Background: an optimization exercise with open tools, aiming at small area. Do not read the settings as production practice. In this exercise RTL edits were held to simulation tests only and were not proved equivalent to the original. The clock input has no modelled driver; a real chip could not lean on it and would need a root buffer or a full tree. No activity file was given, so power comes from the tool's default toggle rates.

==> v22: inputs <==
==> flow/design.v <==
`timescale 1ns/1ns
module clk_38k (input  logic clk_50,
                input  logic reset,
                output logic clk_38);
  logic [9:0] lfsr;
  wire term = (lfsr == 10'd92);
  always_ff @(posedge clk_50) begin
    if (reset) begin
      clk_38 <= 1'b1;
      lfsr   <= 10'd536;
    end else if (term) begin
      clk_38 <= ~clk_38;
      lfsr   <= clk_38 ? 10'd664 : 10'd536;
    end else begin
      lfsr   <= {lfsr[8:0], lfsr[9] ^ lfsr[6]};
    end
  end
endmodule
`timescale 1ns/1ns
module samsung_command (input  logic clk,
                        input  logic reset,
                        input  logic key3,
                        output logic cmd);
  logic pressed;
  logic [20:0] lfsr;
  wire term = (lfsr == 21'd2035581);
  always_ff @(posedge clk) begin
    if (!key3) lfsr <= 21'd1;
    else       lfsr <= {lfsr[19:0], lfsr[20] ^ lfsr[18]};
    if (reset) begin
      pressed <= 1'b0;
      cmd     <= 1'b0;
    end else if (!key3) begin
      pressed <= 1'b1;
      cmd     <= ~pressed;
    end else if (term) begin
      pressed <= 1'b0;
    end
  end
endmodule
`timescale 1ns/1ns
module samsung_protocol (input  logic clk,
                         input  logic reset,
                         input  logic cmd,
                         output logic ir_mod);
  localparam logic [31:0] PATTERN = 32'he0e040bf;
  logic busy, lead, stop;
  logic [4:0] idx;
  logic [17:0] lfsr;
  wire term = (lfsr == 18'd142358);
  wire bitv = PATTERN[~idx];
  always_ff @(posedge clk) begin
    lfsr <= {lfsr[16:0], lfsr[17] ^ lfsr[10]};
    if (reset) begin
      busy   <= 1'b0;
      ir_mod <= 1'b0;
    end else if (!busy) begin
      if (cmd) begin
        busy   <= 1'b1;
        ir_mod <= 1'b1;
        lead   <= 1'b1;
        stop   <= 1'b0;
        idx    <= 5'd0;
        lfsr   <= 18'd234266;
      end
    end else if (term) begin
      if (ir_mod) begin
        ir_mod <= 1'b0;
        if (stop) busy <= 1'b0;
        lfsr <= lead ? 18'd234266 : (bitv ? 18'd237336 : 18'd249230);
      end else begin
        ir_mod <= 1'b1;
        lfsr   <= 18'd236316;
        if (lead) lead <= 1'b0;
        else begin
          idx <= idx + 5'd1;
          if (&idx) stop <= 1'b1;
        end
      end
    end
  end
endmodule
`timescale 1ns/1ns
module ir_drive (input  logic clk,
                 input  logic mod,
                 output logic ir_val);
  assign ir_val = clk & mod;
endmodule
`timescale 1ns/1ns
module remote_top (input  logic       CLOCK_50,
                   input  logic       reset,
                   input  logic [3:0] KEY,
                   output logic       IR_LED);
  logic clk_38, cmd, ir_mod;
  clk_38k divider (.clk_50(CLOCK_50), .reset(reset), .clk_38(clk_38));
  samsung_command key_to_cmd (.clk(CLOCK_50), .reset(reset), .key3(KEY[3]), .cmd(cmd));
  samsung_protocol prot (.clk(CLOCK_50), .reset(reset), .cmd(cmd), .ir_mod(ir_mod));
  ir_drive ir_drv (.clk(clk_38), .mod(ir_mod), .ir_val(IR_LED));
endmodule
==> flow/flow/run.sh <==
#!/bin/bash
export CTS_ARGS="-sink_clustering_enable -repair_clock_nets -dont_use_dummy_load -buf_list {sky130_fd_sc_hd__clkbuf_4 sky130_fd_sc_hd__clkbuf_8} -sink_clustering_size 30 -sink_clustering_max_diameter 200"
export BUFFER_PORTS_ARGS="-buffer_cell sky130_fd_sc_hd__buf_1"
export RECOVER_POWER=100
bash standard.sh > standard.log 2>&1
==> flow/standard.sh <==
#!/bin/bash
# synth_recipe.tcl (not shown) runs the flow's synth.tcl, then flattens the netlist and writes it again
# the make line also repeats each setting of config.mk as NAME=value (left out here)
make -C /OpenROAD-flow-scripts/flow DESIGN_CONFIG=/design/flow/config.mk WORK_HOME=/design/flow/orfs CLKGATE_MAP_FILE= SYNTH_SCRIPT=/design/flow/synth_recipe.tcl "${@:-finish}"
==> flow/config.mk <==
export PLATFORM = sky130hd
export DESIGN_NAME = remote_top
export DESIGN_NICKNAME = remote_top
export VERILOG_FILES = /design/flow/design.v
export SDC_FILE = /design/flow/constraint.sdc
export NUM_CORES = 4
export LEC_CHECK = 0
export CAP_MARGIN = 20
export CORE_MARGIN = 2
export CORE_UTILIZATION = 40
export SLEW_MARGIN = 20
==> flow/constraint.sdc <==
create_clock -name core_clock -period 20.0 [get_ports {CLOCK_50}]
set_input_delay 4.0000 -clock core_clock [delete_from_list [all_inputs] [get_ports {CLOCK_50}]]
set_output_delay 4.0000 -clock core_clock [all_outputs]
set_load 0.01 [all_outputs]
==> inputs of v13, as changes to v22 <==
==> flow/flow/run.sh (replaced) <==
#!/bin/bash
# The standard layout (standard.sh: ORFS from synthesis to finish) with:
#  - a flat clock tree (clock_tree.tcl, run before CTS): a few clkbuf_8 leaf
#    buffers fed from the clock port, instead of TritonCTS's H-tree and
#    dummy loads;
#  - single-drive port buffers;
#  - power recovery (downsizing of non-critical gates) after global routing.
# Each tool's output is in the ORFS logs under orfs/logs/; standard.sh's
# whole output is in standard.log here.
HERE=$(cd "$(dirname "$0")" && pwd)
export PRE_CTS_TCL="$HERE/clock_tree.tcl"
export BUFFER_PORTS_ARGS="-buffer_cell sky130_fd_sc_hd__buf_1"
export RECOVER_POWER=100
bash standard.sh > standard.log 2>&1
==> flow/flow/clock_tree.tcl (new file) <==
# Flat clock tree, used as PRE_CTS_TCL: the clock port drives a few leaf
# clock buffers, each driving the flip-flops of one region of the core,
# placed at the centroid of its flip-flops. The regions come from
# recursive bisection of the flip-flop positions at the median, along the
# longer side. The flow's own clock_tree_synthesis call is then made a
# no-op; the rest of the CTS step (detailed placement, timing repair,
# writing the results) runs as usual.

proc ct_bisect { sinks k } {
  if { $k <= 1 || [llength $sinks] < 2 } { return [list $sinks] }
  set xs [lmap e $sinks { lindex $e 0 }]
  set ys [lmap e $sinks { lindex $e 1 }]
  set w [expr {[tcl::mathfunc::max {*}$xs] - [tcl::mathfunc::min {*}$xs]}]
  set h [expr {[tcl::mathfunc::max {*}$ys] - [tcl::mathfunc::min {*}$ys]}]
  set idx [expr {$w >= $h ? 0 : 1}]
  set sorted [lsort -integer -index $idx $sinks]
  set k1 [expr {$k / 2}]
  set n1 [expr {[llength $sorted] * $k1 / $k}]
  return [concat [ct_bisect [lrange $sorted 0 [expr {$n1 - 1}]] $k1] \
                 [ct_bisect [lrange $sorted $n1 end] [expr {$k - $k1}]]]
}

proc build_clock_tree { K bufcell } {
  set block [ord::get_db_block]
  set master [[ord::get_db] findMaster $bufcell]
  set clk [$block findNet CLOCK_50]
  set sinks {}
  foreach it [$clk getITerms] {
    set loc [[$it getInst] getLocation]
    lappend sinks [list [lindex $loc 0] [lindex $loc 1] $it]
  }
  set k 0
  foreach grp [ct_bisect $sinks $K] {
    set net [odb::dbNet_create $block clknet_leaf_$k]
    $net setSigType CLOCK
    set sx 0; set sy 0
    foreach e $grp {
      set it [lindex $e 2]
      $it disconnect
      $it connect $net
      incr sx [lindex $e 0]; incr sy [lindex $e 1]
    }
    set m [llength $grp]
    set buf [odb::dbInst_create $block $master clkbuf_leaf_$k]
    [$buf findITerm A] connect $clk
    [$buf findITerm X] connect $net
    $buf setLocation [expr {$sx / $m}] [expr {$sy / $m}]
    $buf setPlacementStatus PLACED
    puts "clock_tree.tcl: clkbuf_leaf_$k ($bufcell) drives $m flip-flops"
    incr k
  }
}

source [file join [file dirname [info script]] clock_tree_params.tcl]
build_clock_tree $CT_LEAVES $CT_BUF
rename clock_tree_synthesis orig_clock_tree_synthesis
proc clock_tree_synthesis { args } { puts "clock tree already built by clock_tree.tcl" }
==> flow/flow/clock_tree_params.tcl (new file) <==
set CT_LEAVES 4
set CT_BUF sky130_fd_sc_hd__clkbuf_8
==> inputs of v30, as changes to v22 <==
==> flow/run.sh (new file) <==
#!/bin/bash
# synth_recipe.tcl (not shown) runs the flow's synth.tcl, then flattens the netlist and writes it again
# the make line also repeats each setting of config.mk as NAME=value (left out here)
make -C /OpenROAD-flow-scripts/flow DESIGN_CONFIG=/design/flow/config.mk WORK_HOME=/design/flow/orfs CLKGATE_MAP_FILE= SYNTH_SCRIPT=/design/flow/synth_recipe.tcl finish
removed: flow/flow/run.sh
removed: flow/standard.sh
==> summary of the runs <==
- Worst setup slack: v30 > v22 > v13.
- Synthesized cell count is the same in v22 and v30.
- Between v13 and v30, the lower combinational power is in v13 (gap about 6%, measured against v30).
- Clock skew: v22 > v13 > v30.
- Flip-flop and latch count is the same in v22 and v30.
- Worst hold slack, lowest first: v22, v30, v13.
- v22 finished with timing, DRC and antenna clean. v30 passed the timing, DRC and antenna checks. v13 passed the timing, DRC and antenna checks.
- Between v30 and v22, the lower via count is in v30 (gap 0.64%, measured against v22).
- In v30 the clock-buffer cell count is higher than in v22, by 1.
- Cell count, highest first: v30, v22, v13.
- In non-clock buffer count, v30 and v22 do not differ.
==> figures <==
item	v30	v13	v22
Outcome	complete, no violations	complete, no violations	complete, no violations
Fraction of power consumed by sequential logic	54.9%	68.0%	59.8%
Total global-route track usage	14.22%	11.68%	13.62%
TritonCTS clock tree	built	-	built
Critical path endpoint	IR_LED	prot.lfsr[2]	prot.lfsr[2]
Total power per unit cell area	112.2 nW/µm²	96.81 nW/µm²	107.1 nW/µm²
Wire length of the first global-routing pass	6472 µm	6113 µm	6327 µm
Fraction of final layout cells sized beyond drive strength 1	10.65%	4.412%	6.699%
Post-layout instance count excluding filler cells	288	276	281
Half-perimeter wire length after detailed placement	2359 µm	2313 µm	2313 µm
Met1 Track Usage GR	17.70%	17.74%	17.38%
Hold path start	prot.lfsr[13]	prot.lfsr[14]	prot.lfsr[14]
Detail Route met2 WL	1497 µm	1411 µm	1550 µm
Terminus of the critical flop-to-flop path	prot.idx[1]	prot.idx[1]	prot.idx[3]
Sort of element at the start of the critical path	register	primary input	primary input
VDD IR-drop max	52.68 µV	52.89 µV	50.33 µV
Worst hold margin	436.4 ps	444.2 ps	436.1 ps
Final non-clock buffer share	1.510%	-	0.6263%
Buffers from clock root to sink, at most	2	-	2
Comb power	0.0258 mW	0.0243 mW	0.0244 mW
Detailed Route WL	3621 µm	3425 µm	3566 µm
Signal arrival time at the worst endpoint	1550 ps	5820 ps	5840 ps
In v13 the design's own scripts or RTL, not TritonCTS, make the clock network.

==> port drivers added, routing unchanged <==
How much do the figures lean on ideal ports? The routed layouts below were timed once more, with nothing changed but the port constraints. Step 1: set_driving_cell puts a clkbuf_16 on CLOCK_50 and a buf_2 on each other input, an assumption about the parent block. Step 2 moves the port delays by t, midway between the first and last clock arrival at a register: inputs arrive t later, outputs are due t later. That takes back most of the time a late clock gives input paths. Slacks: ideal ports / drivers / drivers and shift; pairs: ideal ports / drivers.
run | shift t [ns] | setup WS [ns] | worst setup path at the end | worst slew at a driven data input, ns | pins driven straight from the clock port
v22 | 0.354 | 14.398 / 14.405 / 14.051 | input to register | 0.03 | 1
v13 | 0.205 | 14.265 / 14.298 / 14.094 | input to register | 0.03 | 4
v30 | 0.367 | 14.446 / 14.417 / 14.237 | input to register | 0.03 | 1
After both steps every run listed still meets setup and hold. The setup slack of v22, which loses most, moves by +0.007 ns with the drivers and by -0.347 ns with both steps.
